Background: an optimization exercise with open tools, aiming at small area, a short achievable clock period and few clock cycles. Do not read the settings as production practice.
Only simulation tests tie the RTL to the original design; equivalence was not proved.
Power is estimated from default activity; no workload was simulated.

<file path="flow/config.mk">
export PLATFORM = sky130hd
export DESIGN_NAME = lmfe_top
export DESIGN_NICKNAME = lmfe_top
export VERILOG_FILES = /design/flow/design.v
export SDC_FILE = /design/flow/constraint.sdc
export NUM_CORES = 4
export LEC_CHECK = 0
export CAP_MARGIN = 20
export CORE_MARGIN = 2
export CORE_UTILIZATION = 55
export CTS_CLUSTER_DIAMETER = 60
export CTS_CLUSTER_SIZE = 24
export PLACE_DENSITY = 0.7
export SLEW_MARGIN = 20
</file>
<file path="flow/constraint.sdc">
create_clock -name core_clock -period 10.0 [get_ports {clk}]
set_input_delay 2.0000 -clock core_clock [delete_from_list [all_inputs] [get_ports {clk}]]
set_output_delay 2.0000 -clock core_clock [all_outputs]
set_load 0.01 [all_outputs]
</file>
<file path="flow/design.v">
module lmfe_med49 (
	clk,
	INS,
	PIX,
	TR,
	INIT,
	PRE,
	PRE2,
	ZF,
	MEDB,
	MED7
);
input			clk;
input	[7:0]	INS;
input	[7:0]	PIX;	 
input	[2:0]	TR;		 
input			INIT;	 
input			PRE;	 
input			PRE2;	 
input			ZF;		 
output			MEDB;	 
output			MED7;	 
reg		[7:0]	slot [0:54];
reg		[54:0]	flag;
reg		[4:0]	L;		 
reg		[6:0]	T00, T01, T02, T03;	 
reg		[6:0]	T10, T11, T12, T13;	 
reg				sel;	 
reg				d7;
integer			p;
reg		[6:0]	ins_rot;
always @ * begin
	case (TR)
		3'd0: ins_rot = {INS[5:0], INS[6]};
		3'd1: ins_rot = {INS[4:0], INS[6:5]};
		3'd2: ins_rot = {INS[3:0], INS[6:4]};
		3'd3: ins_rot = {INS[2:0], INS[6:3]};
		3'd4: ins_rot = {INS[1:0], INS[6:2]};
		3'd5: ins_rot = {INS[0], INS[6:1]};
		default: ins_rot = INS[6:0];
	endcase
end
wire			init = INIT;
wire			ge0, ge1;
lmfe_ge25 i_g0 (.R0(T00), .R1(T01), .R2(T02), .R3(T03), .GE(ge0));
lmfe_ge25 i_g1 (.R0(T10), .R1(T11), .R2(T12), .R3(T13), .GE(ge1));
wire			dec0 = sel ? ge0 : ge1;	 
wire	[6:0]	tc0 = sel ? T00 : T10;
wire	[6:0]	tc1 = sel ? T01 : T11;
wire	[6:0]	tc2 = sel ? T02 : T12;
wire	[6:0]	tc3 = sel ? T03 : T13;
wire	[6:0]	tcur;
lmfe_add4 i_tc (.R0(tc0), .R1(tc1), .R2(tc2), .R3(tc3), .S(tcur));
reg		[5:0]	QZ, ZP;
wire	[5:0]	zpn = QZ + {5'd0, ~slot[0][7]} + {5'd0, ~PIX[7]} - {5'd0, ~slot[48][7]} - {5'd0, ~slot[47][7]};
reg				lt25, lt24;		 
wire	[5:0]	zn = ZP + {5'd0, ~slot[0][7]};
wire			d7n = slot[0][7] ? lt25 : lt24;	 
reg				ia, ib, ic, ic1;
always @ (posedge clk) begin
	ia <= PRE;
	ib <= (TR == 3'd5);
	ic1 <= PRE2;
	ic <= ic1;
end
reg		[55:0]	x0, x1;
reg				ix;
always @ * begin
	for (p = 0; p < 55; p = p + 1) begin
		ix = (p < 12) ? init : (p < 24) ? ia : (p < 36) ? ib : (p < 48) ? ic : 1'b0;
		x0[p] = ~slot[p][5] & ((flag[p] & ~slot[p][6]) | (ix & ~slot[p][7]));
		x1[p] = ~slot[p][5] & ((flag[p] & slot[p][6]) | (ix & slot[p][7]));
	end
	x0[55] = init & ~PIX[7] & ~PIX[6];
	x1[55] = init & PIX[7] & ~PIX[6];
end
wire	[4:0]	e0 = init ? 5'd0 : L;
wire	[6:0]	e10 = init ? {1'b0, ZP} : tc0;
wire	[6:0]	e11 = init ? {6'd0, ~slot[0][7]} : tc1;
wire	[6:0]	e12 = init ? 7'd0 : tc2;
wire	[6:0]	e13 = init ? 7'd0 : tc3;
wire	[6:0]	n00, n01, n02, n03, n10, n11, n12, n13;
lmfe_cnt0 i_c0 (.x(x0), .E(e0), .R0(n00), .R1(n01), .R2(n02), .R3(n03));
lmfe_cnt1 i_c1 (.x(x1), .E0(e10), .E1(e11), .E2(e12), .E3(e13), .R0(n10), .R1(n11), .R2(n12), .R3(n13));
assign MEDB = ~dec0;
assign MED7 = d7;
always @ (posedge clk) begin
	slot[0] <= {INS[7], ins_rot};
	for (p = 0; p < 54; p = p + 1)
		slot[p+1] <= {slot[p][7], slot[p][5:0], slot[p][6]};
	T00 <= n00;
	T01 <= n01;
	T02 <= n02;
	T03 <= n03;
	T10 <= n10;
	T11 <= n11;
	T12 <= n12;
	T13 <= n13;
	sel <= init ? ~d7n : dec0;
	if (init) begin
		flag[0] <= (PIX[7] == d7n);
		for (p = 0; p < 48; p = p + 1)
			flag[p+1] <= (slot[p][7] == d7n);
		for (p = 48; p < 54; p = p + 1)
			flag[p+1] <= 1'b0;
		d7 <= d7n;
		L  <= d7n ? zn[4:0] : 5'd0;
	end else begin
		flag[0] <= 1'b0;
		for (p = 0; p < 54; p = p + 1)
			flag[p+1] <= flag[p] & (slot[p][6] ^ dec0) & ~PRE;
		if (!dec0) L <= tcur[4:0];
	end
	ZP <= zpn;
	lt25 <= (zpn < 6'd25);
	lt24 <= (zpn < 6'd24);
	if (ZF)
		QZ <= 6'd48;
	else
		QZ <= QZ + {5'd0, ~slot[0][7]} - {5'd0, ~slot[48][7]};
end
endmodule
module lmfe_cnt0 (x, E, R0, R1, R2, R3);
input [55:0] x;
input [4:0] E;
output [6:0] R0;
output [6:0] R1;
output [6:0] R2;
output [6:0] R3;
wire s1;
wire c2;
assign s1 = x[0] ^ x[1] ^ x[2];
assign c2 = (x[0] & x[1]) | (x[0] & x[2]) | (x[1] & x[2]);
wire s3;
wire c4;
assign s3 = x[3] ^ x[4] ^ x[5];
assign c4 = (x[3] & x[4]) | (x[3] & x[5]) | (x[4] & x[5]);
wire s5;
wire c6;
assign s5 = x[6] ^ x[7] ^ x[8];
assign c6 = (x[6] & x[7]) | (x[6] & x[8]) | (x[7] & x[8]);
wire s7;
wire c8;
assign s7 = x[9] ^ x[10] ^ x[11];
assign c8 = (x[9] & x[10]) | (x[9] & x[11]) | (x[10] & x[11]);
wire s9;
wire c10;
assign s9 = x[12] ^ x[13] ^ x[14];
assign c10 = (x[12] & x[13]) | (x[12] & x[14]) | (x[13] & x[14]);
wire s11;
wire c12;
assign s11 = x[15] ^ x[16] ^ x[17];
assign c12 = (x[15] & x[16]) | (x[15] & x[17]) | (x[16] & x[17]);
wire s13;
wire c14;
assign s13 = x[18] ^ x[19] ^ x[20];
assign c14 = (x[18] & x[19]) | (x[18] & x[20]) | (x[19] & x[20]);
wire s15;
wire c16;
assign s15 = x[21] ^ x[22];
assign c16 = x[21] & x[22];
wire s17;
wire c18;
assign s17 = x[23] ^ x[24] ^ x[25];
assign c18 = (x[23] & x[24]) | (x[23] & x[25]) | (x[24] & x[25]);
wire s19;
wire c20;
assign s19 = x[26] ^ x[27] ^ x[28];
assign c20 = (x[26] & x[27]) | (x[26] & x[28]) | (x[27] & x[28]);
wire s21;
wire c22;
assign s21 = x[29] ^ x[30] ^ x[31];
assign c22 = (x[29] & x[30]) | (x[29] & x[31]) | (x[30] & x[31]);
wire s23;
wire c24;
assign s23 = x[32] ^ x[33] ^ x[34];
assign c24 = (x[32] & x[33]) | (x[32] & x[34]) | (x[33] & x[34]);
wire s25;
wire c26;
assign s25 = x[35] ^ x[36] ^ x[37];
assign c26 = (x[35] & x[36]) | (x[35] & x[37]) | (x[36] & x[37]);
wire s27;
wire c28;
assign s27 = x[38] ^ x[39] ^ x[40];
assign c28 = (x[38] & x[39]) | (x[38] & x[40]) | (x[39] & x[40]);
wire s29;
wire c30;
assign s29 = x[41] ^ x[42] ^ x[43];
assign c30 = (x[41] & x[42]) | (x[41] & x[43]) | (x[42] & x[43]);
wire s31;
wire c32;
assign s31 = x[44] ^ x[45] ^ x[46];
assign c32 = (x[44] & x[45]) | (x[44] & x[46]) | (x[45] & x[46]);
wire s33;
wire c34;
assign s33 = x[47] ^ x[48] ^ x[49];
assign c34 = (x[47] & x[48]) | (x[47] & x[49]) | (x[48] & x[49]);
wire s35;
wire c36;
assign s35 = x[50] ^ x[51] ^ x[52];
assign c36 = (x[50] & x[51]) | (x[50] & x[52]) | (x[51] & x[52]);
wire s37;
wire c38;
assign s37 = x[53] ^ x[54] ^ x[55];
assign c38 = (x[53] & x[54]) | (x[53] & x[55]) | (x[54] & x[55]);
wire s39;
wire c40;
assign s39 = E[0] ^ s1;
assign c40 = E[0] & s1;
wire s41;
wire c42;
assign s41 = E[1] ^ c2 ^ c4;
assign c42 = (E[1] & c2) | (E[1] & c4) | (c2 & c4);
wire s43;
wire c44;
assign s43 = s3 ^ s5 ^ s7;
assign c44 = (s3 & s5) | (s3 & s7) | (s5 & s7);
wire s45;
wire c46;
assign s45 = s9 ^ s11 ^ s13;
assign c46 = (s9 & s11) | (s9 & s13) | (s11 & s13);
wire s47;
wire c48;
assign s47 = s15 ^ s17 ^ s19;
assign c48 = (s15 & s17) | (s15 & s19) | (s17 & s19);
wire s49;
wire c50;
assign s49 = c6 ^ c8 ^ c10;
assign c50 = (c6 & c8) | (c6 & c10) | (c8 & c10);
wire s51;
wire c52;
assign s51 = c12 ^ c14 ^ c16;
assign c52 = (c12 & c14) | (c12 & c16) | (c14 & c16);
wire s53;
wire c54;
assign s53 = c18 ^ c20 ^ c22;
assign c54 = (c18 & c20) | (c18 & c22) | (c20 & c22);
wire s55;
wire c56;
assign s55 = c24 ^ c26 ^ c28;
assign c56 = (c24 & c26) | (c24 & c28) | (c26 & c28);
wire s57;
wire c58;
assign s57 = c30 ^ c32;
assign c58 = c30 & c32;
wire s59;
wire c60;
assign s59 = s21 ^ s23 ^ s25;
assign c60 = (s21 & s23) | (s21 & s25) | (s23 & s25);
wire s61;
wire c62;
assign s61 = s27 ^ s29 ^ s31;
assign c62 = (s27 & s29) | (s27 & s31) | (s29 & s31);
wire s63;
wire c64;
assign s63 = c34 ^ c36 ^ c38;
assign c64 = (c34 & c36) | (c34 & c38) | (c36 & c38);
wire s65;
wire c66;
assign s65 = c40 ^ s41 ^ c44;
assign c66 = (c40 & s41) | (c40 & c44) | (s41 & c44);
wire s67;
wire c68;
assign s67 = c46 ^ c48 ^ s49;
assign c68 = (c46 & c48) | (c46 & s49) | (c48 & s49);
wire s69;
wire c70;
assign s69 = E[2] ^ c42;
assign c70 = E[2] & c42;
wire s71;
wire c72;
assign s71 = s33 ^ s35 ^ s37;
assign c72 = (s33 & s35) | (s33 & s37) | (s35 & s37);
wire s73;
wire c74;
assign s73 = s39 ^ s43;
assign c74 = s39 & s43;
wire s75;
wire c76;
assign s75 = s51 ^ s53 ^ s55;
assign c76 = (s51 & s53) | (s51 & s55) | (s53 & s55);
wire s77;
wire c78;
assign s77 = s57 ^ c60 ^ c62;
assign c78 = (s57 & c60) | (s57 & c62) | (c60 & c62);
wire s79;
wire c80;
assign s79 = s63 ^ s65;
assign c80 = s63 & s65;
wire s81;
wire c82;
assign s81 = c50 ^ c52 ^ c54;
assign c82 = (c50 & c52) | (c50 & c54) | (c52 & c54);
wire s83;
wire c84;
assign s83 = c56 ^ c58 ^ c64;
assign c84 = (c56 & c58) | (c56 & c64) | (c58 & c64);
wire s85;
wire c86;
assign s85 = c66 ^ c68 ^ s69;
assign c86 = (c66 & c68) | (c66 & s69) | (c68 & s69);
wire s87;
wire c88;
assign s87 = s45 ^ s47 ^ s59;
assign c88 = (s45 & s47) | (s45 & s59) | (s47 & s59);
wire s89;
wire c90;
assign s89 = s67 ^ c72 ^ c74;
assign c90 = (s67 & c72) | (s67 & c74) | (c72 & c74);
wire s91;
wire c92;
assign s91 = s75 ^ s77;
assign c92 = s75 & s77;
wire s93;
wire c94;
assign s93 = c76 ^ c78 ^ c80;
assign c94 = (c76 & c78) | (c76 & c80) | (c78 & c80);
wire s95;
wire c96;
assign s95 = s81 ^ s83 ^ s85;
assign c96 = (s81 & s83) | (s81 & s85) | (s83 & s85);
wire s97;
wire c98;
assign s97 = E[3] ^ c70 ^ c82;
assign c98 = (E[3] & c70) | (E[3] & c82) | (c70 & c82);
wire s99;
wire c100;
assign s99 = c84 ^ c86;
assign c100 = c84 & c86;
assign R0 = {1'b0, 1'b0, E[4], c94, c90, s79, s61};
assign R1 = {1'b0, 1'b0, c98, c96, c92, c88, s71};
assign R2 = {1'b0, 1'b0, c100, s97, s93, s89, s73};
assign R3 = {1'b0, 1'b0, 1'b0, s99, s95, s91, s87};
endmodule
module lmfe_cnt1 (x, E0, E1, E2, E3, R0, R1, R2, R3);
input [55:0] x;
input [6:0] E0;
input [6:0] E1;
input [6:0] E2;
input [6:0] E3;
output [6:0] R0;
output [6:0] R1;
output [6:0] R2;
output [6:0] R3;
wire s1;
wire c2;
assign s1 = x[0] ^ x[1] ^ x[2];
assign c2 = (x[0] & x[1]) | (x[0] & x[2]) | (x[1] & x[2]);
wire s3;
wire c4;
assign s3 = x[3] ^ x[4] ^ x[5];
assign c4 = (x[3] & x[4]) | (x[3] & x[5]) | (x[4] & x[5]);
wire s5;
wire c6;
assign s5 = x[6] ^ x[7] ^ x[8];
assign c6 = (x[6] & x[7]) | (x[6] & x[8]) | (x[7] & x[8]);
wire s7;
wire c8;
assign s7 = x[9] ^ x[10] ^ x[11];
assign c8 = (x[9] & x[10]) | (x[9] & x[11]) | (x[10] & x[11]);
wire s9;
wire c10;
assign s9 = x[12] ^ x[13] ^ x[14];
assign c10 = (x[12] & x[13]) | (x[12] & x[14]) | (x[13] & x[14]);
wire s11;
wire c12;
assign s11 = x[15] ^ x[16] ^ x[17];
assign c12 = (x[15] & x[16]) | (x[15] & x[17]) | (x[16] & x[17]);
wire s13;
wire c14;
assign s13 = x[18] ^ x[19] ^ x[20];
assign c14 = (x[18] & x[19]) | (x[18] & x[20]) | (x[19] & x[20]);
wire s15;
wire c16;
assign s15 = x[21] ^ x[22] ^ x[23];
assign c16 = (x[21] & x[22]) | (x[21] & x[23]) | (x[22] & x[23]);
wire s17;
wire c18;
assign s17 = x[24] ^ x[25] ^ x[26];
assign c18 = (x[24] & x[25]) | (x[24] & x[26]) | (x[25] & x[26]);
wire s19;
wire c20;
assign s19 = x[27] ^ x[28] ^ x[29];
assign c20 = (x[27] & x[28]) | (x[27] & x[29]) | (x[28] & x[29]);
wire s21;
wire c22;
assign s21 = x[30] ^ x[31] ^ x[32];
assign c22 = (x[30] & x[31]) | (x[30] & x[32]) | (x[31] & x[32]);
wire s23;
wire c24;
assign s23 = x[33] ^ x[34] ^ x[35];
assign c24 = (x[33] & x[34]) | (x[33] & x[35]) | (x[34] & x[35]);
wire s25;
wire c26;
assign s25 = x[36] ^ x[37] ^ x[38];
assign c26 = (x[36] & x[37]) | (x[36] & x[38]) | (x[37] & x[38]);
wire s27;
wire c28;
assign s27 = x[39] ^ x[40] ^ x[41];
assign c28 = (x[39] & x[40]) | (x[39] & x[41]) | (x[40] & x[41]);
wire s29;
wire c30;
assign s29 = x[42] ^ x[43] ^ x[44];
assign c30 = (x[42] & x[43]) | (x[42] & x[44]) | (x[43] & x[44]);
wire s31;
wire c32;
assign s31 = x[45] ^ x[46] ^ x[47];
assign c32 = (x[45] & x[46]) | (x[45] & x[47]) | (x[46] & x[47]);
wire s33;
wire c34;
assign s33 = x[48] ^ x[49] ^ x[50];
assign c34 = (x[48] & x[49]) | (x[48] & x[50]) | (x[49] & x[50]);
wire s35;
wire c36;
assign s35 = x[51] ^ x[52] ^ x[53];
assign c36 = (x[51] & x[52]) | (x[51] & x[53]) | (x[52] & x[53]);
wire s37;
wire c38;
assign s37 = x[54] ^ x[55] ^ E0[0];
assign c38 = (x[54] & x[55]) | (x[54] & E0[0]) | (x[55] & E0[0]);
wire s39;
wire c40;
assign s39 = E1[0] ^ E2[0] ^ E3[0];
assign c40 = (E1[0] & E2[0]) | (E1[0] & E3[0]) | (E2[0] & E3[0]);
wire s41;
wire c42;
assign s41 = s1 ^ s3;
assign c42 = s1 & s3;
wire s43;
wire c44;
assign s43 = E0[1] ^ E1[1] ^ E2[1];
assign c44 = (E0[1] & E1[1]) | (E0[1] & E2[1]) | (E1[1] & E2[1]);
wire s45;
wire c46;
assign s45 = E3[1] ^ c2 ^ c4;
assign c46 = (E3[1] & c2) | (E3[1] & c4) | (c2 & c4);
wire s47;
wire c48;
assign s47 = c6 ^ c8 ^ c10;
assign c48 = (c6 & c8) | (c6 & c10) | (c8 & c10);
wire s49;
wire c50;
assign s49 = s5 ^ s7 ^ s9;
assign c50 = (s5 & s7) | (s5 & s9) | (s7 & s9);
wire s51;
wire c52;
assign s51 = s11 ^ s13 ^ s15;
assign c52 = (s11 & s13) | (s11 & s15) | (s13 & s15);
wire s53;
wire c54;
assign s53 = s17 ^ s19 ^ s21;
assign c54 = (s17 & s19) | (s17 & s21) | (s19 & s21);
wire s55;
wire c56;
assign s55 = c12 ^ c14 ^ c16;
assign c56 = (c12 & c14) | (c12 & c16) | (c14 & c16);
wire s57;
wire c58;
assign s57 = c18 ^ c20 ^ c22;
assign c58 = (c18 & c20) | (c18 & c22) | (c20 & c22);
wire s59;
wire c60;
assign s59 = c24 ^ c26 ^ c28;
assign c60 = (c24 & c26) | (c24 & c28) | (c26 & c28);
wire s61;
wire c62;
assign s61 = c30 ^ c32 ^ c34;
assign c62 = (c30 & c32) | (c30 & c34) | (c32 & c34);
wire s63;
wire c64;
assign s63 = c36 ^ c38;
assign c64 = c36 & c38;
wire s65;
wire c66;
assign s65 = s23 ^ s25 ^ s27;
assign c66 = (s23 & s25) | (s23 & s27) | (s25 & s27);
wire s67;
wire c68;
assign s67 = s29 ^ s31 ^ s33;
assign c68 = (s29 & s31) | (s29 & s33) | (s31 & s33);
wire s69;
wire c70;
assign s69 = c40 ^ c42 ^ s43;
assign c70 = (c40 & c42) | (c40 & s43) | (c42 & s43);
wire s71;
wire c72;
assign s71 = s45 ^ s47 ^ c50;
assign c72 = (s45 & s47) | (s45 & c50) | (s47 & c50);
wire s73;
wire c74;
assign s73 = c52 ^ c54 ^ s55;
assign c74 = (c52 & c54) | (c52 & s55) | (c54 & s55);
wire s75;
wire c76;
assign s75 = E0[2] ^ E1[2] ^ E2[2];
assign c76 = (E0[2] & E1[2]) | (E0[2] & E2[2]) | (E1[2] & E2[2]);
wire s77;
wire c78;
assign s77 = E3[2] ^ c44 ^ c46;
assign c78 = (E3[2] & c44) | (E3[2] & c46) | (c44 & c46);
wire s79;
wire c80;
assign s79 = c48 ^ c56 ^ c58;
assign c80 = (c48 & c56) | (c48 & c58) | (c56 & c58);
wire s81;
wire c82;
assign s81 = s35 ^ s37 ^ s39;
assign c82 = (s35 & s37) | (s35 & s39) | (s37 & s39);
wire s83;
wire c84;
assign s83 = s41 ^ s49;
assign c84 = s41 & s49;
wire s85;
wire c86;
assign s85 = s57 ^ s59 ^ s61;
assign c86 = (s57 & s59) | (s57 & s61) | (s59 & s61);
wire s87;
wire c88;
assign s87 = s63 ^ c66 ^ c68;
assign c88 = (s63 & c66) | (s63 & c68) | (c66 & c68);
wire s89;
wire c90;
assign s89 = s69 ^ s71;
assign c90 = s69 & s71;
wire s91;
wire c92;
assign s91 = c60 ^ c62 ^ c64;
assign c92 = (c60 & c62) | (c60 & c64) | (c62 & c64);
wire s93;
wire c94;
assign s93 = c70 ^ c72 ^ c74;
assign c94 = (c70 & c72) | (c70 & c74) | (c72 & c74);
wire s95;
wire c96;
assign s95 = s75 ^ s77 ^ s79;
assign c96 = (s75 & s77) | (s75 & s79) | (s77 & s79);
wire s97;
wire c98;
assign s97 = E0[3] ^ E1[3] ^ E2[3];
assign c98 = (E0[3] & E1[3]) | (E0[3] & E2[3]) | (E1[3] & E2[3]);
wire s99;
wire c100;
assign s99 = E3[3] ^ c76 ^ c78;
assign c100 = (E3[3] & c76) | (E3[3] & c78) | (c76 & c78);
wire s101;
wire c102;
assign s101 = s51 ^ s53 ^ s65;
assign c102 = (s51 & s53) | (s51 & s65) | (s53 & s65);
wire s103;
wire c104;
assign s103 = s73 ^ c82 ^ c84;
assign c104 = (s73 & c82) | (s73 & c84) | (c82 & c84);
wire s105;
wire c106;
assign s105 = s85 ^ s87;
assign c106 = s85 & s87;
wire s107;
wire c108;
assign s107 = c86 ^ c88 ^ c90;
assign c108 = (c86 & c88) | (c86 & c90) | (c88 & c90);
wire s109;
wire c110;
assign s109 = s91 ^ s93 ^ s95;
assign c110 = (s91 & s93) | (s91 & s95) | (s93 & s95);
wire s111;
wire c112;
assign s111 = c80 ^ c92 ^ c94;
assign c112 = (c80 & c92) | (c80 & c94) | (c92 & c94);
wire s113;
wire c114;
assign s113 = c96 ^ s97 ^ s99;
assign c114 = (c96 & s97) | (c96 & s99) | (s97 & s99);
wire s115;
wire c116;
assign s115 = E0[4] ^ E1[4] ^ E2[4];
assign c116 = (E0[4] & E1[4]) | (E0[4] & E2[4]) | (E1[4] & E2[4]);
wire s117;
wire c118;
assign s117 = E3[4] ^ c98 ^ c100;
assign c118 = (E3[4] & c98) | (E3[4] & c100) | (c98 & c100);
wire s119;
wire c120;
assign s119 = E0[5] ^ E1[5] ^ E2[5];
assign c120 = (E0[5] & E1[5]) | (E0[5] & E2[5]) | (E1[5] & E2[5]);
wire s121;
wire c122;
assign s121 = E0[6] ^ E1[6];
assign c122 = E0[6] & E1[6];
assign R0 = {E2[6], E3[5], c112, c108, c104, s89, s67};
assign R1 = {E3[6], c116, c114, c110, c106, c102, s81};
assign R2 = {c120, c118, s115, s111, s107, s103, s83};
assign R3 = {s121, s119, s117, s113, s109, s105, s101};
endmodule
module lmfe_ge25 (R0, R1, R2, R3, GE);
input [6:0] R0;
input [6:0] R1;
input [6:0] R2;
input [6:0] R3;
output GE;
wire s1;
wire c2;
assign s1 = R0[0] ^ R1[0];
assign c2 = R0[0] & R1[0];
wire s3;
wire c4;
assign s3 = R0[1] ^ R1[1] ^ R2[1];
assign c4 = (R0[1] & R1[1]) | (R0[1] & R2[1]) | (R1[1] & R2[1]);
wire s5;
wire c6;
assign s5 = R0[2] ^ R1[2] ^ R2[2];
assign c6 = (R0[2] & R1[2]) | (R0[2] & R2[2]) | (R1[2] & R2[2]);
wire s7;
wire c8;
assign s7 = R0[3] ^ R1[3] ^ R2[3];
assign c8 = (R0[3] & R1[3]) | (R0[3] & R2[3]) | (R1[3] & R2[3]);
wire s9;
wire c10;
assign s9 = R0[4] ^ R1[4] ^ R2[4];
assign c10 = (R0[4] & R1[4]) | (R0[4] & R2[4]) | (R1[4] & R2[4]);
wire s11;
wire c12;
assign s11 = R0[5] ^ R1[5] ^ R2[5];
assign c12 = (R0[5] & R1[5]) | (R0[5] & R2[5]) | (R1[5] & R2[5]);
wire s13;
wire c14;
assign s13 = R0[6] ^ R1[6] ^ R2[6];
assign c14 = (R0[6] & R1[6]) | (R0[6] & R2[6]) | (R1[6] & R2[6]);
wire s15;
wire c16;
assign s15 = R2[0] ^ R3[0];
assign c16 = R2[0] & R3[0];
wire s17;
wire c18;
assign s17 = R3[1] ^ c2 ^ s3;
assign c18 = (R3[1] & c2) | (R3[1] & s3) | (c2 & s3);
wire s19;
wire c20;
assign s19 = R3[2] ^ c4 ^ s5;
assign c20 = (R3[2] & c4) | (R3[2] & s5) | (c4 & s5);
wire s21;
wire c22;
assign s21 = R3[3] ^ c6 ^ s7;
assign c22 = (R3[3] & c6) | (R3[3] & s7) | (c6 & s7);
wire s23;
wire c24;
assign s23 = R3[4] ^ c8 ^ s9;
assign c24 = (R3[4] & c8) | (R3[4] & s9) | (c8 & s9);
wire s25;
wire c26;
assign s25 = R3[5] ^ c10 ^ s11;
assign c26 = (R3[5] & c10) | (R3[5] & s11) | (c10 & s11);
wire s27;
wire c28;
assign s27 = R3[6] ^ c12 ^ s13;
assign c28 = (R3[6] & c12) | (R3[6] & s13) | (c12 & s13);
wire [6:0] P = {c26, c24, c22, c20, c18, c16, s1};
wire [6:0] Q = {s27, s25, s23, s21, s19, s17, s15};
wire [7:0] u, v;   
assign v[0] = 1'b0;
assign u[0] = ~(P[0] ^ Q[0]);
assign v[1] = P[0] | Q[0];
assign u[1] = ~(P[1] ^ Q[1]);
assign v[2] = P[1] | Q[1];
assign u[2] = ~(P[2] ^ Q[2]);
assign v[3] = P[2] | Q[2];
assign u[3] = P[3] ^ Q[3];
assign v[4] = P[3] & Q[3];
assign u[4] = P[4] ^ Q[4];
assign v[5] = P[4] & Q[4];
assign u[5] = ~(P[5] ^ Q[5]);
assign v[6] = P[5] | Q[5];
assign u[6] = ~(P[6] ^ Q[6]);
assign v[7] = P[6] | Q[6];
assign u[7] = 1'b0;
wire [6:0] G0, P0;
assign G0[0] = u[0] & v[0];
assign P0[0] = u[0] | v[0];
assign G0[1] = u[1] & v[1];
assign P0[1] = u[1] | v[1];
assign G0[2] = u[2] & v[2];
assign P0[2] = u[2] | v[2];
assign G0[3] = u[3] & v[3];
assign P0[3] = u[3] | v[3];
assign G0[4] = u[4] & v[4];
assign P0[4] = u[4] | v[4];
assign G0[5] = u[5] & v[5];
assign P0[5] = u[5] | v[5];
assign G0[6] = u[6] & v[6];
assign P0[6] = u[6] | v[6];
wire [6:0] G1, P1;
assign G1[0] = G0[0];
assign P1[0] = P0[0];
assign G1[1] = G0[1] | (P0[1] & G0[0]);
assign P1[1] = P0[1] & P0[0];
assign G1[2] = G0[2] | (P0[2] & G0[1]);
assign P1[2] = P0[2] & P0[1];
assign G1[3] = G0[3] | (P0[3] & G0[2]);
assign P1[3] = P0[3] & P0[2];
assign G1[4] = G0[4] | (P0[4] & G0[3]);
assign P1[4] = P0[4] & P0[3];
assign G1[5] = G0[5] | (P0[5] & G0[4]);
assign P1[5] = P0[5] & P0[4];
assign G1[6] = G0[6] | (P0[6] & G0[5]);
assign P1[6] = P0[6] & P0[5];
wire [6:0] G2, P2;
assign G2[0] = G1[0];
assign P2[0] = P1[0];
assign G2[1] = G1[1];
assign P2[1] = P1[1];
assign G2[2] = G1[2] | (P1[2] & G1[0]);
assign P2[2] = P1[2] & P1[0];
assign G2[3] = G1[3] | (P1[3] & G1[1]);
assign P2[3] = P1[3] & P1[1];
assign G2[4] = G1[4] | (P1[4] & G1[2]);
assign P2[4] = P1[4] & P1[2];
assign G2[5] = G1[5] | (P1[5] & G1[3]);
assign P2[5] = P1[5] & P1[3];
assign G2[6] = G1[6] | (P1[6] & G1[4]);
assign P2[6] = P1[6] & P1[4];
wire [6:0] G3, P3;
assign G3[0] = G2[0];
assign P3[0] = P2[0];
assign G3[1] = G2[1];
assign P3[1] = P2[1];
assign G3[2] = G2[2];
assign P3[2] = P2[2];
assign G3[3] = G2[3];
assign P3[3] = P2[3];
assign G3[4] = G2[4] | (P2[4] & G2[0]);
assign P3[4] = P2[4] & P2[0];
assign G3[5] = G2[5] | (P2[5] & G2[1]);
assign P3[5] = P2[5] & P2[1];
assign G3[6] = G2[6] | (P2[6] & G2[2]);
assign P3[6] = P2[6] & P2[2];
assign GE = v[7] ^ G3[6];
endmodule
module lmfe_add4 (R0, R1, R2, R3, S);
input [6:0] R0;
input [6:0] R1;
input [6:0] R2;
input [6:0] R3;
output [6:0] S;
wire s1;
wire c2;
assign s1 = R0[0] ^ R1[0];
assign c2 = R0[0] & R1[0];
wire s3;
wire c4;
assign s3 = R0[1] ^ R1[1] ^ R2[1];
assign c4 = (R0[1] & R1[1]) | (R0[1] & R2[1]) | (R1[1] & R2[1]);
wire s5;
wire c6;
assign s5 = R0[2] ^ R1[2] ^ R2[2];
assign c6 = (R0[2] & R1[2]) | (R0[2] & R2[2]) | (R1[2] & R2[2]);
wire s7;
wire c8;
assign s7 = R0[3] ^ R1[3] ^ R2[3];
assign c8 = (R0[3] & R1[3]) | (R0[3] & R2[3]) | (R1[3] & R2[3]);
wire s9;
wire c10;
assign s9 = R0[4] ^ R1[4] ^ R2[4];
assign c10 = (R0[4] & R1[4]) | (R0[4] & R2[4]) | (R1[4] & R2[4]);
wire s11;
wire c12;
assign s11 = R0[5] ^ R1[5] ^ R2[5];
assign c12 = (R0[5] & R1[5]) | (R0[5] & R2[5]) | (R1[5] & R2[5]);
wire s13;
wire c14;
assign s13 = R0[6] ^ R1[6] ^ R2[6];
assign c14 = (R0[6] & R1[6]) | (R0[6] & R2[6]) | (R1[6] & R2[6]);
wire s15;
wire c16;
assign s15 = R2[0] ^ R3[0];
assign c16 = R2[0] & R3[0];
wire s17;
wire c18;
assign s17 = R3[1] ^ c2 ^ s3;
assign c18 = (R3[1] & c2) | (R3[1] & s3) | (c2 & s3);
wire s19;
wire c20;
assign s19 = R3[2] ^ c4 ^ s5;
assign c20 = (R3[2] & c4) | (R3[2] & s5) | (c4 & s5);
wire s21;
wire c22;
assign s21 = R3[3] ^ c6 ^ s7;
assign c22 = (R3[3] & c6) | (R3[3] & s7) | (c6 & s7);
wire s23;
wire c24;
assign s23 = R3[4] ^ c8 ^ s9;
assign c24 = (R3[4] & c8) | (R3[4] & s9) | (c8 & s9);
wire s25;
wire c26;
assign s25 = R3[5] ^ c10 ^ s11;
assign c26 = (R3[5] & c10) | (R3[5] & s11) | (c10 & s11);
wire s27;
wire c28;
assign s27 = R3[6] ^ c12 ^ s13;
assign c28 = (R3[6] & c12) | (R3[6] & s13) | (c12 & s13);
assign S = {c26, c24, c22, c20, c18, c16, s1} + {s27, s25, s23, s21, s19, s17, s15};
endmodule
module lmfe_filter_ctrl (
	clk,
	RST,
	IEN,
	DIN,
	Q,
	MEDB,
	MED7,
	A,
	D,
	CEN,
	WEN,
	INS,
	PIX,
	TR,
	INIT,
	PRE,
	PRE2,
	ZF,
	DOUT,
	OV,
	BZ
);
input			clk;
input			RST;
input			IEN;
input	[7:0]	DIN;
input	[7:0]	Q;
input			MEDB;	 
input			MED7;	 
output	[9:0]	A;
output	[7:0]	D;
output			CEN;
output			WEN;
output	[7:0]	INS;
output	[7:0]	PIX;
output	[2:0]	TR;
output			INIT;
output			PRE;
output			PRE2;
output			ZF;
output	[7:0]	DOUT;
output			OV;
output			BZ;
localparam ST_IDL  = 2'd0;
localparam ST_LOAD = 2'd1;
localparam ST_RUN  = 2'd2;
localparam ST_END  = 2'd3;
reg		[9:0]	A;
reg		[7:0]	D;
reg				CEN;
reg				WEN;
reg		[7:0]	DOUT;
reg				OV;
reg				BZ;
reg		[1:0]	state;
reg		[2:0]	t;		 
reg		[7:0]	j;		 
reg		[7:0]	y;		 
reg				v1, v2;	 
reg				d1, d2;	 
reg				pv;		 
reg				okA, okB;	 
reg				INIT;		 
reg				PRE;		 
reg				PRE2;		 
wire	run = (state == ST_RUN);
wire	col_in = ~j[7];						 
wire	[7:0] yt = y + {5'd0, t};			 
wire	rd_ok = run && col_in && (t != 3'd6) && (yt >= 8'd3) && (yt <= 8'd130);
wire	wr_ok = run && col_in && (y <= 8'd124);
wire	[2:0] rrow = y[2:0] + t + 3'd5;		 
wire	[2:0] wrow = y[2:0] + 3'd3;			 
wire	last_load = (y[1:0] == 2'd2) && (j[6:0] == 7'd127);
wire	last_col = (j == 8'd130);
assign TR = (t >= 3'd2) ? (t - 3'd2) : (t + 3'd5);
assign ZF = ~run;
assign INS = v2 ? (d2 ? D : Q) : 8'd0;
assign PIX = pv ? D : 8'd0;
always @ (posedge clk, posedge RST) begin
	if (RST) begin
		state <= ST_IDL;
		CEN <= 1'b1;
		WEN <= 1'b1;
		OV <= 1'b0;
		BZ <= 1'b0;
		okA <= 1'b0;
		okB <= 1'b0;
	end else begin
		OV <= 1'b0;
		case (state)
			ST_IDL: begin
				CEN <= ~IEN;
				WEN <= ~IEN;
				if (IEN) state <= ST_LOAD;	 
			end
			ST_LOAD: begin
				CEN <= 1'b0;
				WEN <= 1'b0;
				if (last_load) begin
					BZ <= 1'b1;
					state <= ST_RUN;
				end
			end
			ST_RUN: begin
				CEN <= (t == 3'd6) ? ~wr_ok : ~rd_ok;
				WEN <= (t != 3'd6);
				BZ <= ~((t == 3'd4) && wr_ok);
				if (t == 3'd1) OV <= okB;
				if (t == 3'd6) begin
					okA <= (j >= 8'd3) && ~y[7];
					okB <= okA;
				end
				if ((y == 8'd128) && (j == 8'd1) && (t == 3'd1))
					state <= ST_END;
			end
			ST_END: begin
				CEN <= 1'b1;
				WEN <= 1'b1;
				BZ <= 1'b1;
			end
		endcase
	end
end
always @ (posedge clk) begin
	v2 <= v1;
	d2 <= d1;
	v1 <= 1'b0;
	d1 <= 1'b0;
	INIT <= run && (t == 3'd0);
	PRE <= run && (t == 3'd6);
	PRE2 <= run && (t == 3'd5);
	case (state)
		ST_IDL: begin
			pv <= 1'b0;
			A <= 10'd0;
			D <= DIN;
			j <= 8'd1;
			y <= 8'd0;
		end
		ST_LOAD: begin
			A <= {1'b0, y[1:0], j[6:0]};
			D <= DIN;
			{y[1:0], j[6:0]} <= {y[1:0], j[6:0]} + 9'd1;
			if (last_load) begin
				t <= 3'd0;
				j <= 8'd0;
				y <= 8'd0;
			end
		end
		ST_RUN: begin
			if (t == 3'd6) begin
				A <= {wrow, j[6:0]};
				pv <= wr_ok;
				v1 <= wr_ok;
				d1 <= 1'b1;
			end else begin
				A <= {rrow, j[6:0]};
				v1 <= rd_ok;
			end
			if (t == 3'd5) D <= DIN;
			if (t == 3'd6) begin
				t <= 3'd0;
				if (last_col) begin
					j <= 8'd0;
					y <= y + 8'd1;
				end else begin
					j <= j + 8'd1;
				end
			end else begin
				t <= t + 3'd1;
			end
		end
		default: begin
			A <= {rrow, j[6:0]};
		end
	endcase
	DOUT <= {MED7, DOUT[5:0], MEDB};
end
endmodule
module lmfe_top (
	clk,
	reset,
	Din,
	in_en,
	busy,
	out_valid,
	Dout,
	sram_a,
	sram_d,
	sram_cen,
	sram_wen,
	sram_q
);
input			clk;
input			reset;
input	[7:0]	Din;
input			in_en;
output			busy;
output			out_valid;
output	[7:0]	Dout;
output	[9:0]	sram_a;
output	[7:0]	sram_d;
output			sram_cen;
output			sram_wen;
input	[7:0]	sram_q;
wire	[7:0]	ins;
wire	[7:0]	pix;
wire	[2:0]	tr;
wire			init;
wire			pre;
wire			pre2;
wire			zforce;
wire			medb;
wire			med7;
lmfe_filter_ctrl i_lmfe_filter_ctrl (
	.clk	(clk),
	.RST	(reset),
	.IEN	(in_en),
	.DIN	(Din),
	.Q		(sram_q),
	.MEDB	(medb),
	.MED7	(med7),
	.A		(sram_a),
	.D		(sram_d),
	.CEN	(sram_cen),
	.WEN	(sram_wen),
	.INS	(ins),
	.PIX	(pix),
	.TR		(tr),
	.INIT	(init),
	.PRE	(pre),
	.PRE2	(pre2),
	.ZF		(zforce),
	.DOUT	(Dout),
	.OV		(out_valid),
	.BZ		(busy)
);
lmfe_med49 i_lmfe_med49 (
	.clk	(clk),
	.INS	(ins),
	.PIX	(pix),
	.TR		(tr),
	.INIT	(init),
	.PRE	(pre),
	.PRE2	(pre2),
	.ZF		(zforce),
	.MEDB	(medb),
	.MED7	(med7)
);
endmodule
</file>
<file path="flow/flow/run.sh">
#!/bin/bash
set -euo pipefail
bash standard.sh SETUP_SLACK_MARGIN=6.6 finish > standard.log 2>&1
</file>
<file path="flow/standard.sh">
#!/bin/bash
# synth_recipe.tcl (not shown) runs the flow's synth.tcl, then flattens the netlist and writes it again
# the make line also repeats each setting of config.mk as NAME=value (left out here)
make -C /OpenROAD-flow-scripts/flow DESIGN_CONFIG=/design/flow/config.mk WORK_HOME=/design/flow/orfs CLKGATE_MAP_FILE= SYNTH_SCRIPT=/design/flow/synth_recipe.tcl "${@:-finish}"
</file>
==> out/results.txt, run 1 <==
yosys warns - 3
Ant. Diodes - 0
fraction of registers with async set/reset - 1.32%
die width - 206 µm
Fmax - 292 MHz
max_cap viols - 0
Vias/cell - 5.23
Die Ht - 206 µm
Routed WL - 44.6 mm
most used routing layer in global routing - met2
PortBufs - 48
cell area after synthesis - 22,400 µm²
Final Hold Viols - 0
hold_ws - 0.319 ns
hpwl dp - 29.4 mm
GPL Wtd Cong - 0.865
largest net degree at the start of global routing - 44
Pins Over Slew Limit - 0
FP Rows - 73
measured slew at the worst slew-check pin - 0.928 ns
clk latency of the worst-skew pair - 0.58 ns
All-Layer GR Usage - 21.6%
# IOs - 49
dpl cell area - 23,400 µm²
first-pass GRT wire length - 71.4 mm
RSZ-0062 raised after global routing - yes
cts bufs inserted - 39
critical path fanouts, max - 5
post-route ant nets - 0
Via Count - 13,177
ys flop type - dfxtp_1
fin crit period - 3.43 ns
share of cells above drive strength 1 - 13.4%
sequential element share of the synthesized area - 56.0%
H-tree depth - 2
worst hold path class - flop to flop
Initial Utilization - 56.0%
outcome - complete, no violations
grt met3 use - 4.10%
final setup fails - 0
clk_skew - 0.0245 ns
Synth Instances - 1,886
TritonCTS clock tree - built
Fin Setup TNS - 0 ns
vias in the first global route - 13,440
CP arrival - 3.86 ns
Post-synth EDFFs - 34
Design Area, Final - 25,800 µm²
die area - 42,400 µm²
Final period util - 34.3%
R2R setup slack - 6.57 ns
Syn Nets - 2,103
Syn-to-layout area delta - 15.2%
register bit total from synthesis - 607
met1 GRT Util - 29.2%
WS Path Type - flop to flop
DR iter-0 viols - 819
count of unique library cells instantiated by Yosys - 69
clock slew at reported path FFs - 0.09 ns
Final Total Pwr - 10.2 mW
Remaining DRCs - 0
gr ovfl total - 0
Leakage - 10.6 nW
Max VDD drop - 290 µV
syn_area_per_cell - 11.9 µm²
core area - 40,000 µm²
Crit path required time - 10.44 ns
clock buffer depth - 3
routed len/inst - 17.7 µm
Total Nets Final - 2,187
Startpoint Class - flop
DRT Pass-1 Iters - 5
clock sink total - 607
GR Util met2 - 35.3%
power per cell area - 397 nW/µm²
slew margin rel. - 38.0%
root buf cell - clkbuf_16
initial antenna violation count - 0
CP endpoint kind - flop
[layer usage]
metal / up-vias / routed length, µm
met5: - / 0
met4: 0 / 1110
met3: 75 / 2250
met2: 316 / 21000
met1: 6454 / 20200
li1: 6332 / -
[critical path, cell delays in order, from the launching register on]
cell and delay [ns]:
dfxtp_2 0.33, fa_1 0.50, fa_1 0.52, inv_1 0.05, ha_1 0.26, o21bai_4 0.17, maj3_2 0.32, o211ai_1 0.23
o2111a_2 0.30, buf_6 0.12, buf_12 0.14, buf_12 0.16, xnor2_2 0.11, o22ai_1 0.09
[power breakdown]
group | total [mW] | leakage, nW | internal (mW) | switching, mW
registers | 3.95 | 5.09 | 3.39 | 0.564
logic | 4.60 | 4.86 | 2.25 | 2.36
clock network | 1.69 | 0.631 | 0.816 | 0.871
[area by class of cell]
type	count	area, µm²
Tap cell	525	657
Clock inverter	24	294
Timing Repair inverter	4	38.8
Sequential cell	607	12600
Inverter	209	831
Clock buffer	41	1030
Timing Repair Buffer	93	1150
Multi-Input combinational cell	1016	9230
Fill cell	3038	14200
[logic make-up after synthesis]
family | after synthesis | share of synthesized area [%]
compound gates | 250 | 7.79
xor+xnor | 137 | 5.69
fa+ha+maj | 202 | 15.4
buf+inv | 263 | 4.66
flops | 607 | 56.0
mux | 29 | 1.39
simple gates | 398 | 9.06
[repair_timing]
action,in CTS,in global routing
buffers inserted,11,18
hold buffers,0,0
cloned,8,5
setup endpoints to repair,119,72
pin swaps,7,49
gates resized for setup,80,93
[cell usage in the layout, fill, tap and decap left out, drive strengths merged, types with 17 or more instances in the layout]
| cell type | instances |
|---|---|
| nand2 | 124 |
| inv | 219 |
| nor2b | 33 |
| buf | 40 |
| mux2 | 17 |
| edfxtp | 34 |
| a22oi | 40 |
| a21o | 22 |
| and2 | 20 |
| dfxtp | 565 |
| a21oi | 29 |
| and3 | 17 |
| clkdlybuf4s50 | 18 |
| clkbuf | 42 |
| nand2b | 49 |
| or2 | 19 |
| o21ai | 19 |
| xor2 | 20 |
| ha | 73 |
| xnor2 | 117 |
| nor2 | 66 |
| o22ai | 94 |
| fa | 125 |
| dlygate4sd2 | 28 |
[path summary, 6_finish.rpt]
check,cells past startpoint,start,end
worst min-delay path,0,i_lmfe_med49.slot[1][3]$_DFF_P_,i_lmfe_med49.slot[2][4]$_DFF_P_
worst min register to register,0,i_lmfe_med49.slot[1][3]$_DFF_P_,i_lmfe_med49.slot[2][4]$_DFF_P_
min in group asynchronous,2,reset,i_lmfe_filter_ctrl.OV$_DFF_PP0_
worst max-delay path,13,i_lmfe_med49.T01[1]$_DFF_P_,i_lmfe_med49.flag[31]$_DFF_P_
max in group asynchronous,2,reset,i_lmfe_filter_ctrl.WEN$_DFF_PP1_
worst max register to register,13,i_lmfe_med49.T01[1]$_DFF_P_,i_lmfe_med49.flag[31]$_DFF_P_
[Yosys cell counts, drive strengths merged (3+ instances only)]
master	count	area share, %
o21ai	19	0.42
xnor2	117	4.9
inv	209	3.5
fa	125	11
buf	17	0.54
nor3b	5	0.17
or2	19	0.53
nand3	15	0.34
and2	20	0.56
nand2b	49	1.4
nor2b	33	0.92
mux2	17	0.85
o21a	3	0.10
dfxtp	565	50
dfrtp	6	0.67
or3b	3	0.12
maj3	4	0.19
a21oi	29	0.65
nor4	7	0.20
o22ai	94	2.9
o221ai	11	0.43
o2bb2ai	3	0.12
or3	13	0.36
edfxtp	34	4.6
mux2i	12	0.54
ha	73	4.1
xor2	20	0.78
a22oi	40	1.3
and3	17	0.47
a21o	22	0.74
nand3b	7	0.23
a41oi	3	0.12
nor3	9	0.20
nor2	66	1.1
nand4	4	0.11
and3b	3	0.12
o21bai	4	0.13
o31ai	4	0.13
clkbuf	37	0.62
nand2	124	2.1
[registers in the layout, summed over array words and instances, names as in the netlist, 2 cells and up]
register	cells
i_lmfe_med49.T13	7
i_lmfe_filter_ctrl.A	10
i_lmfe_med49.T10	7
i_lmfe_filter_ctrl.t	3
i_lmfe_med49.T02	5
i_lmfe_filter_ctrl.state	2
i_lmfe_filter_ctrl.DOUT	8
i_lmfe_med49.T03	4
i_lmfe_med49.slot	419
i_lmfe_med49.T12	7
i_lmfe_med49.T11	7
i_lmfe_med49.T01	5
i_lmfe_filter_ctrl.j	8
i_lmfe_filter_ctrl.D	8
i_lmfe_med49.flag	55
i_lmfe_med49.L	5
i_lmfe_med49.ZP	6
i_lmfe_med49.QZ	6
i_lmfe_med49.T00	5
i_lmfe_filter_ctrl.y	8
[per-stage QoR]
step                setup slack, ns  util [%]  cells
floorplan                      6.60         -   1886
global placement               5.74      58.4   2412
detailed placement             5.67      58.4   2412
CTS                            6.55      62.9   2496
global route                   6.50      64.5   2519
finish                         6.57      64.5   2519
Testbench counts, summed over its fixed seeds: cycles 706,620.
==> run 2: changes to the inputs <==
--- a/flow/config.mk
+++ b/flow/config.mk
@@ -8,7 +8,7 @@
 export CAP_MARGIN = 20
 export CORE_MARGIN = 2
-export CORE_UTILIZATION = 55
+export CORE_UTILIZATION = 48
 export CTS_CLUSTER_DIAMETER = 60
 export CTS_CLUSTER_SIZE = 24
-export PLACE_DENSITY = 0.7
+export PLACE_DENSITY = 0.62
 export SLEW_MARGIN = 20
==> out/results.txt, run 2 <==
yosys warns - 3 (unchanged)
Total Nets Final - 2,187 (unchanged)
most common cell after layout, fill and taps aside - dfxtp_1
FP Rows - 79 (+8.2%)
first-pass GRT wire length - 70.5 mm (-1.2%)
GPL Wtd Cong - 0.837 (-3.2%)
root buf cell - clkbuf_16
Fin Setup TNS - 0 ns (unchanged)
clock sink total - 607 (unchanged)
Die Ht - 220 µm (+6.9%)
fin worst setup slack - 6.61 ns (+0.0351 ns)
final setup fails - 0 (unchanged)
Syn Nets - 2,103 (unchanged)
worst path bufs/invs - 4 (unchanged)
Initial Utilization - 48.4% (-7.6 points)
Pins Over Slew Limit - 0 (unchanged)
Leakage - 10.6 nW (-0.18%)
hpwl dp - 29.9 mm (+1.5%)
max reg flops - 419 (unchanged)
max_cap viols - 0 (unchanged)
vias in the first global route - 13,187 (-1.9%)
DR iter-0 viols - 737 (-10%)
slew margin rel. - 35.1% (-2.9 points)
power per cell area - 389 nW/µm² (-2.0%)
delay of the slowest critical-path stage - 0.57 ns (+0.05 ns)
core area - 46,300 µm² (+16%)
count of unique library cells instantiated by Yosys - 69 (unchanged)
Synth Instances - 1,886 (unchanged)
CP endpoint kind - flop
top cells by count, synth - 565 x dfxtp_1, 207 x inv_1, 125 x fa_1
most used cell, CP - buf_12
gr ovfl total - 0 (unchanged)
initial antenna violation count - 0 (unchanged)
clk_skew - 0.0292 ns (+0.00473 ns)
clk latency of the worst-skew pair - 0.59 ns (about the same)
ys flop type - dfxtp_1
TritonCTS clock tree - built
Place WS - 6.07 ns (+0.395 ns)
outcome - complete, no violations
cell family with most CP delay - adder cells
PortBufs - 48 (unchanged)
Fmax - 295 MHz (+1.0%)
most frequent cells in the layout - 548 x dfxtp_1, 203 x inv_1, 122 x nand2_1
Synth top area share - 50.5% (unchanged)
post-route ant nets - 0 (unchanged)
Vias/cell - 4.99 (-4.7%)
Syn-to-layout area delta - 15.3% (about the same)
Routed WL - 44.4 mm (-0.47%)
die width - 220 µm (+6.9%)
worst-path cell chain - fa_1 -> inv_1 -> fa_1 -> ha_1 -> o21bai_4 -> maj3_2 -> a211o_1 -> o2111a_2 -> buf_12 -> buf_12 -> buf_12 -> xnor2_4 -> o22ai_2
measured slew at the worst slew-check pin - 0.972 ns (+0.0434 ns)
Startpoint Class - flop
Post-synth EDFFs - 34 (unchanged)
WS Path Type - flop to flop
critical path fanouts, max - 6 (+1)
Critical Path Slowest Stage Cell - fa_1
die area - 48,400 µm² (+14%)
H-tree depth - 2 (unchanged)
worst hold path class - flop to flop
CP arrival - 3.86 ns (about the same)
sequential element share of the synthesized area - 56.0% (unchanged)
clock slew at reported path FFs - 0.09 ns (about the same)
register bit total from synthesis - 607 (unchanged)
Ant. Diodes - 0 (unchanged)
post-layout util - 55.8% (-8.7 points)
share of cells above drive strength 1 - 12.2% (-1.3 points)
largest registers - i_lmfe_med49.slot (419), i_lmfe_med49.flag (55), i_lmfe_filter_ctrl.A (10)
All-Layer GR Usage - 18.5% (-3.1 points)
Final Hold Viols - 0 (unchanged)
syn_area_per_cell - 11.9 µm² (unchanged)
cell area after synthesis - 22,400 µm² (unchanged)
RSZ-0062 raised after global routing - yes
routed len/inst - 17.1 µm (-3.7%)
Synth area leaders - dfxtp_1 50%, fa_1 11%, edfxtp_1 4.6%
register with the most flip-flops - i_lmfe_med49.slot
most common cell in the netlist - dfxtp_1
Remaining DRCs - 0 (unchanged)
# IOs - 49 (unchanged)
fraction of registers with async set/reset - 1.32% (unchanged)
DRT Pass-1 Iters - 5 (unchanged)
cts bufs inserted - 42 (+7.7%)
Crit path required time - 10.47 ns (+0.03 ns)
fin crit period - 3.39 ns (-0.0351 ns)
largest net degree at the start of global routing - 44 (unchanged)
Via Count - 12,979 (-1.5%)
Max VDD drop - 221 µV (-24%)
Final period util - 33.9% (-0.35 points)
cell taking the most area after synthesis - dfxtp_1
clock buffer depth - 3 (unchanged)
-- run 2: cell counts after synthesis --
Identical to the previous run, type by type.
-- run 2: per-stage QoR --
step	hold WS (ns)	area, µm²	cells	total power [mW]
after global routing	0.309	25800	2603	10.7
after CTS	0.313	25300	2582	9.74
after detailed placement	0.312	23500	2494	7.54
after floorplan	0.310	22400	1886	6.55
after global placement	0.310	23500	2494	7.47
final	0.304	25800	2603	10.0
-- run 2: final timing paths --
kind,startpoint,end,slack [ns],cells after the start
worst max-delay path,i_lmfe_med49.T12[1]$_DFF_P_,i_lmfe_med49.flag[22]$_DFF_P_,6.61,13
worst min-delay path,i_lmfe_med49.slot[0][1]$_DFF_P_,i_lmfe_med49.slot[1][2]$_DFF_P_,0.30,0
worst max register to register,i_lmfe_med49.T12[1]$_DFF_P_,i_lmfe_med49.flag[22]$_DFF_P_,6.61,13
worst min register to register,i_lmfe_med49.slot[0][1]$_DFF_P_,i_lmfe_med49.slot[1][2]$_DFF_P_,0.30,0
max in group asynchronous,reset,i_lmfe_filter_ctrl.CEN$_DFF_PP1_,8.04,2
min in group asynchronous,reset,i_lmfe_filter_ctrl.OV$_DFF_PP0_,1.68,2
-- run 2: logic make-up after synthesis --
| kind of cell | synth area share [%] |
|---|---|
| compound gates | 7.79 |
| fa+ha+maj | 15.4 |
| xor+xnor | 5.69 |
| mux | 1.39 |
| buf+inv | 4.66 |
| flops | 56.0 |
| simple gates | 9.06 |
-- run 2: where the power goes --
part / leakage, nW / total [mW] / switching, mW / internal, mW
registers: 5.09 / 3.94 / 0.553 / 3.39
clock network: 0.697 / 1.81 / 0.899 / 0.912
logic: 4.77 / 4.29 / 2.23 / 2.06
-- run 2: final cells by class --
class	instances	area [µm²]
tap	607	759
clock buffer	48	1140
inverter	209	826
clock inverter	22	317
fill	3832	20400
multi-input combinational	1016	9130
timing repair inverter	1	11.3
sequential	607	12600
timing repair buffer	93	1060
-- run 2: metal layers --
metal	vias to the layer above	wire length [µm]	part of all wire, %	GRT usage, %
met5	-	0	0	0
met2	259	20800	47	30.3
met4	0	1070	2.4	5.59
li1	6310	-	-	-
met3	74	1760	4.0	2.59
met1	6336	20800	47	25.7
-- run 2: repair_timing --
item / in CTS / in global routing
gates resized for setup: 71 / 60
endpoints found under the setup margin: 108 / 72
hold buffers: 0 / 0
gates cloned: 4 / 4
setup buffers: 14 / 17
pin swaps: 4 / 33
==> run 3: changes to the inputs <==
==> flow/flow/run.sh (replaced) <==
#!/bin/bash
set -euo pipefail
bash standard.sh SETUP_SLACK_MARGIN=6.5 finish > standard.log 2>&1
==> out/results.txt, run 3 <==
initial antenna violation count - 0 (unchanged)
die area - 48,400 µm² (unchanged)
largest net degree at the start of global routing - 44 (unchanged)
CP arrival - 1.44 ns (-2.42 ns)
routed len/inst - 16.9 µm (-1.2%)
dpl cell area - 23,500 µm² (unchanged)
Max VDD drop - 261 µV (+18%)
Remaining DRCs - 0 (unchanged)
CP endpoint kind - output pin
hpwl dp - 29.9 mm (about the same)
Fin Setup TNS - 0 ns (unchanged)
die width - 220 µm (unchanged)
Comb pwr share - 42.5% (-0.2 points)
# IOs - 49 (unchanged)
GPL Wtd Cong - 0.836 (-0.17%)
Final period util - 34.4% (+0.53 points)
Initial Utilization - 48.4% (unchanged)
Fmax - 290 MHz (-1.5%)
critical path fanouts, max - 2 (-4)
fin crit period - 3.44 ns (+0.0529 ns)
FP Rows - 79 (unchanged)
Crit path required time - 8.00 ns (-2.47 ns)
most frequent cells in the layout - 556 x dfxtp_1, 204 x inv_1, 123 x nand2_1
register bit total from synthesis - 607 (unchanged)
Leakage - 10.3 nW (-2.0%)
Flop pwr share - 40.0% (+0.8 points)
Multi-input gate area - 8930 µm² (-2.2%)
max reg flops - 419 (unchanged)
Post-Synth Adder-Cell Area - 15.4% (unchanged)
Final Hold Viols - 0 (unchanged)
gr ovfl total - 0 (unchanged)
power per cell area - 387 nW/µm² (-0.44%)
Pins Over Slew Limit - 0 (unchanged)
worst-path cell chain - clkdlybuf4s50_1
cell taking the most area after synthesis - dfxtp_1
count of unique library cells instantiated by Yosys - 69 (unchanged)
Synth Area in XOR/XNOR - 5.69% (unchanged)
measured slew at the worst slew-check pin - 1.04 ns (+0.0708 ns)
Clk network pwr share - 17.5% (-0.5 points)
Synth Area in Simple Gates - 9.06% (unchanged)
cell area after synthesis - 22,400 µm² (unchanged)
WS Path Type - flop to output pin
post-synthesis mux area share - 1.39% (unchanged)
Total Nets Final - 2,173 (-0.64%)
most common cell after layout, fill and taps aside - dfxtp_1
register with the most flip-flops - i_lmfe_med49.slot
All-Layer GR Usage - 18.5% (-0.084 points)
Switch Pwr - 3.60 mW (-2.2%)
delay of the slowest critical-path stage - 0.54 ns (-0.03 ns)
Synth Instances - 1,886 (unchanged)
Syn-to-layout area delta - 13.0%
Die Ht - 220 µm (unchanged)
Via Count - 12,888 (-0.70%)
clock buffer depth - 3 (unchanged)
Routed WL - 43.7 mm (-1.7%)
DR iter-0 viols - 833 (+13%)
Startpoint Class - flop
ys flop type - dfxtp_1
Synth top area share - 50.5% (unchanged)
switch share - 36.7% (+0.074 points)
worst hold path class - flop to flop
register area - 12,600 µm² (-0.12%)
compound-cell area share of the yosys netlist - 7.79% (unchanged)
PortBufs - 48 (unchanged)
max_cap viols - 0 (unchanged)
Post-synth EDFFs - 34 (unchanged)
Design Area, Final - 25,300 µm² (-1.9%)
cell family with most CP delay - buffers and inverters
DRT Pass-1 Iters - 8 (+3)
largest registers - i_lmfe_med49.slot (419), i_lmfe_med49.flag (55), i_lmfe_filter_ctrl.A (10)
Post-CTS Hold Fix Bufs - 0 (unchanged)
largest family of logic cells by synthesized area - adder cells
top cells by count, synth - 565 x dfxtp_1, 207 x inv_1, 125 x fa_1
Syn Nets - 2,103 (unchanged)
yosys warns - 3 (unchanged)
syn_area_per_cell - 11.9 µm² (unchanged)
slew margin rel. - 30.3% (-4.7 points)
RSZ-0062 raised after global routing - yes
H-tree depth - 2 (unchanged)
first-pass GRT wire length - 69.9 mm (-0.87%)
share of cells above drive strength 1 - 9.49% (-2.7 points)
outcome - complete, no violations
clock sink total - 607 (unchanged)
post-route ant nets - 0 (unchanged)
fraction of registers with async set/reset - 1.32% (unchanged)
root buf cell - clkbuf_16
vias in the first global route - 13,155 (-0.24%)
FILL cells - 3,981 (+3.9%)
Vias/cell - 4.98 (-0.16%)
clk_skew - 0.0226 ns (-0.00664 ns)
sequential element share of the synthesized area - 56.0% (unchanged)
Internal Power - 6.20 mW (-2.5%)
Ant. Diodes - 0 (unchanged)
Synth area leaders - dfxtp_1 50%, fa_1 11%, edfxtp_1 4.6%
final setup fails - 0 (unchanged)
Critical Path Slowest Stage Cell - clkdlybuf4s50_1
core area - 46,300 µm² (unchanged)
worst path bufs/invs - 1 (-3)
clk latency of the worst-skew pair - 0.59 ns (about the same)
TritonCTS clock tree - built
cts bufs inserted - 41 (-2.4%)
clock slew at reported path FFs - 0.09 ns (about the same)
most common cell in the netlist - dfxtp_1
==> run 3: cell count changes in the layout (fill, tap and decap cells not counted), moves of 7 or more <==
| cell | previous run | this run |
|---|---|---|
| dfxtp_1 | 548 | 556 |
| clkdlybuf4s50_1 | 18 | 32 |
| xnor2_1 | 94 | 105 |
| dlygate4sd2_1 | 29 | 12 |
| buf_4 | 26 | 19 |
| xnor2_2 | 19 | 9 |
==> run 3: metrics by stage <==
stage | std cells | power, mW | utilization, % | setup WS (ns) | hold slack [ns]
final | 2589 | 9.80 | 54.7 | 6.56 | 0.311
after CTS | 2574 | 9.46 | 54.0 | 6.46 | 0.317
after global placement | 2494 | 7.45 | 50.7 | 6.06 | 0.310
after detailed placement | 2494 | 7.52 | 50.7 | 5.98 | 0.312
after global routing | 2589 | 10.5 | 54.7 | 6.47 | 0.305
after floorplan | 1886 | 6.55 | - | 6.51 | 0.310
==> run 3: timing repair <==
| action | CTS | global route |
|---|---|---|
| pin swaps | 0 | 4 |
| setup endpoints to repair | 84 | 52 |
| setup buffers | 8 | 11 |
| gates resized for setup | 30 | 27 |
| cloned | 3 | 4 |
==> run 3: layout make-up <==
type                       count  area share [%]
sequential                   607            49.6
inverter                     209            3.16
tap                          607            3.00
timing repair buffer          81            3.70
clock buffer                  48            4.32
clock inverter                21           0.954
multi-input combinational   1016            35.3
==> run 3: per-layer routing <==
| metal | up-vias | share of wire [%] | GRT usage, % |
|---|---|---|---|
| li1 | 6293 | - | - |
| met1 | 6250 | 47 | 25.9 |
| met2 | 279 | 46 | 29.8 |
| met3 | 66 | 4.2 | 2.71 |
| met4 | 0 | 2.4 | 5.46 |
| met5 | - | 0 | 0 |
==> run 3: power by group through the flow <==
stage	Combinational, mW	Sequential [mW]	Clock, mW
finish	4.17	3.92	1.71
floorplan	2.78	3.77	0
detailed placement	3.55	3.98	0
global placement	3.49	3.96	0
global route	4.62	4.03	1.86
CTS	3.77	3.93	1.76
==> run 3: worst paths after layout <==
| check | to | cells after the start | from | slack (ns) |
|---|---|---|---|---|
| max | Dout[1] | 1 | i_lmfe_filter_ctrl.DOUT[1]$_DFF_P_ | 6.56 |
| max in group asynchronous | i_lmfe_filter_ctrl.WEN$_DFF_PP1_ | 2 | reset | 8.05 |
| min reg2reg | i_lmfe_med49.slot[1][2]$_DFF_P_ | 0 | i_lmfe_med49.slot[0][1]$_DFF_P_ | 0.31 |
| max reg2reg | i_lmfe_med49.flag[26]$_DFF_P_ | 12 | i_lmfe_med49.T12[1]$_DFF_P_ | 6.57 |
| min | i_lmfe_med49.slot[1][2]$_DFF_P_ | 0 | i_lmfe_med49.slot[0][1]$_DFF_P_ | 0.31 |
| min in group asynchronous | i_lmfe_filter_ctrl.OV$_DFF_PP0_ | 2 | reset | 1.67 |
==> run 3: kinds of logic (layout without fill, tap and decap cells) <==
kind of cell	after synthesis	count (layout)
AND/OR/NAND/NOR	398	398
multiplexers	29	29
flip-flops	607	607
XOR/XNOR	137	137
AO/OA/AOI/OAI	250	250
buffers and inverters	263	359
adder cells (fa/ha/maj)	202	202
==> run 4: changes to the inputs <==
==> flow/flow/run.sh (replaced) <==
#!/bin/bash
set -euo pipefail
bash standard.sh SETUP_SLACK_MARGIN=6.7 finish > standard.log 2>&1
==> out/results.txt, run 4 <==
outcome - complete, no violations
Crit path required time - 10.45 ns (+2.45 ns)
Min-Delay Endpoint - i_lmfe_med49.slot[49][2]$_DFF_P_
hold_ws - 0.315 ns (+0.00405 ns)
share of cells above drive strength 1 - 15.1% (+5.7 points)
Total Nets Final - 2,200 (+1.2%)
gr ovfl total - 0 (unchanged)
R2R setup slack - 6.59 ns (+0.02 ns)
Critical R2R Launch - i_lmfe_med49.T10[1]$_DFF_P_
die area - 48,400 µm² (unchanged)
CP arrival - 3.85 ns (+2.41 ns)
most common cell after layout, fill and taps aside - dfxtp_1
Fmax - 294 MHz (+1.2%)
Die Ht - 220 µm (unchanged)
Synth Instances - 1,886 (unchanged)
largest net degree at the start of global routing - 44 (unchanged)
H-tree depth - 2 (unchanged)
clock sink total - 607 (unchanged)
CP endpoint kind - flop
Final period util - 34.1% (-0.40 points)
sequential element share of the synthesized area - 56.0% (unchanged)
RSZ-0062 raised after global routing - yes
Pins Over Slew Limit - 0 (unchanged)
Remaining DRCs - 0 (unchanged)
clk latency of the worst-skew pair - 0.58 ns (about the same)
Post-synth EDFFs - 34 (unchanged)
Vias/cell - 5.04 (+1.3%)
cell family with most CP delay - adder cells
count of unique library cells instantiated by Yosys - 69 (unchanged)
Final Hold Viols - 0 (unchanged)
core area - 46,300 µm² (unchanged)
dpl cell area - 23,500 µm² (about the same)
largest registers - i_lmfe_med49.slot (419), i_lmfe_med49.flag (55), i_lmfe_filter_ctrl.A (10)
slew margin rel. - 37.6% (+7.3 points)
DRT Pass-1 Iters - 7 (-1)
clk_skew - 0.0177 ns (-0.00485 ns)
Initial Utilization - 48.4% (unchanged)
Worst Hold Depth - 0 (unchanged)
clock buffer depth - 3 (unchanged)
hpwl dp - 30.5 mm (+1.9%)
Fin Setup TNS - 0 ns (unchanged)
Switch Pwr - 4.01 mW (+11%)
most common cell in the netlist - dfxtp_1
routed len/inst - 17.6 µm (+4.1%)
Post-CTS Hold Fix Bufs - 0 (unchanged)
vias in the first global route - 13,359 (+1.6%)
critical path fanouts, max - 4 (+2)
Critical Path Slowest Stage Cell - fa_1
GPL Wtd Cong - 0.845 (+1.1%)
worst hold path class - flop to flop
initial antenna violation count - 0 (unchanged)
clock slew at reported path FFs - 0.09 ns (about the same)
DR iter-0 viols - 839 (+0.72%)
register area - 12,600 µm² (+0.16%)
register with the most flip-flops - i_lmfe_med49.slot
fin crit period - 3.41 ns (-0.0396 ns)
Flop pwr share - 37.0% (-3.0 points)
metal2 WL - 21.2 mm (+5.4%)
max reg flops - 419 (unchanged)
cell taking the most area after synthesis - dfxtp_1
FP Rows - 79 (unchanged)
TritonCTS clock tree - built
# IOs - 49 (unchanged)
Internal Power - 6.66 mW (+7.3%)
cts bufs inserted - 40 (-2.4%)
fin worst setup slack - 6.59 ns (+0.0396 ns)
post-route ant nets - 0 (unchanged)
top cells by count, synth - 565 x dfxtp_1, 207 x inv_1, 125 x fa_1
worst path bufs/invs - 4 (+3)
delay of the slowest critical-path stage - 0.55 ns (about the same)
ys flop type - dfxtp_1
-- run 4: changes by cell type in the layout (fill, tap and decap cells not counted), sizes merged, moves of 2 or more --
cell           before  now
buf                28   55
clkdlybuf4s50      32   18
clkdlybuf4s15       0    8
dlygate4sd2        12   20
clkbuf             51   46
dlymetal6s2s        4    0
clkinvlp            3    5
-- run 4: worst max path at each step --
stage,start,end,slack (ns),cells after the start
floorplan,i_lmfe_filter_ctrl.INIT$_DFF_P_,i_lmfe_med49.T13[2]$_DFF_P_,6.69,10
global placement,i_lmfe_med49.T02[1]$_DFF_P_,i_lmfe_med49.L[0]$_DFFE_PP_,6.17,10
detailed placement,i_lmfe_med49.T02[1]$_DFF_P_,i_lmfe_med49.L[0]$_DFFE_PP_,6.08,10
CTS,i_lmfe_med49.T10[1]$_DFF_P_,i_lmfe_med49.flag[25]$_DFF_P_,6.64,13
global route,i_lmfe_med49.T00[1]$_DFF_P_,i_lmfe_med49.flag[19]$_DFF_P_,6.51,13
finish,i_lmfe_med49.T10[1]$_DFF_P_,i_lmfe_med49.flag[14]$_DFF_P_,6.59,13
-- run 4: cell families (layout without fill, tap and decap cells) --
logic type | after synthesis | in the layout | synth area share, %
AOI/OAI and AO/OA | 250 | 250 | 7.79
xor gates and xnor gates | 137 | 137 | 5.69
adders and majority gates | 202 | 202 | 15.4
buffers and inverters | 263 | 383 | 4.66
DFF | 607 | 607 | 56.0
muxes | 29 | 29 | 1.39
and+or+nand+nor | 398 | 399 | 9.06
-- run 4: per-layer routing --
layer | global-route usage [%] | vias up
li1 | - | 6354
met1 | 26.6 | 6435
met2 | 30.2 | 298
met3 | 2.98 | 89
met4 | 7.47 | 0
met5 | 0 | -
-- run 4: worst reg2reg max path, stage by stage (launching register included) --
cell and delay (ns):
dfxtp_2 0.34, fa_1 0.55, inv_2 0.05, fa_1 0.44, ha_1 0.29, o21bai_4 0.18
maj3_2 0.30, a211o_1 0.27, o2111a_2 0.21, buf_6 0.14, buf_8 0.12, buf_16 0.15
xnor2_2 0.15, o22ai_1 0.10
-- run 4: what timing repair did --
action / in CTS / in global routing
cloned: 9 / 5
endpoints found under the hold margin: 0 / 0
gates resized for setup: 132 / 82
pin swaps: 21 / 43
setup buffers: 28 / 12
setup endpoints to repair: 117 / 75
-- run 4: per-stage QoR --
| step | util [%] | power, mW |
|---|---|---|
| floorplan | - | 6.56 |
| global route | 56.5 | 11.3 |
| finish | 56.5 | 10.7 |
| CTS | 55.3 | 10.1 |
| detailed placement | 50.7 | 7.56 |
| global placement | 50.7 | 7.47 |
-- run 4: power by group through the flow --
stage | sequential (mW) | clock, mW | combinational (mW)
floorplan | 3.77 | 0 | 2.79
global placement | 3.97 | 0 | 3.50
detailed placement | 3.98 | 0 | 3.57
CTS | 3.95 | 1.78 | 4.39
global route | 4.05 | 1.86 | 5.42
finish | 3.95 | 1.73 | 4.99
-- run 4: cell type report --
cell class                      count  share of cell area (%)
Timing Repair inverter              3                   0.182
Sequential cell                   607                    48.1
Clock inverter                     22                    1.08
Tap cell                          607                    2.90
Multi-Input combinational cell   1017                    35.8
Inverter                          209                    3.19
Timing Repair Buffer              105                    4.70
Clock buffer                       44                    4.05
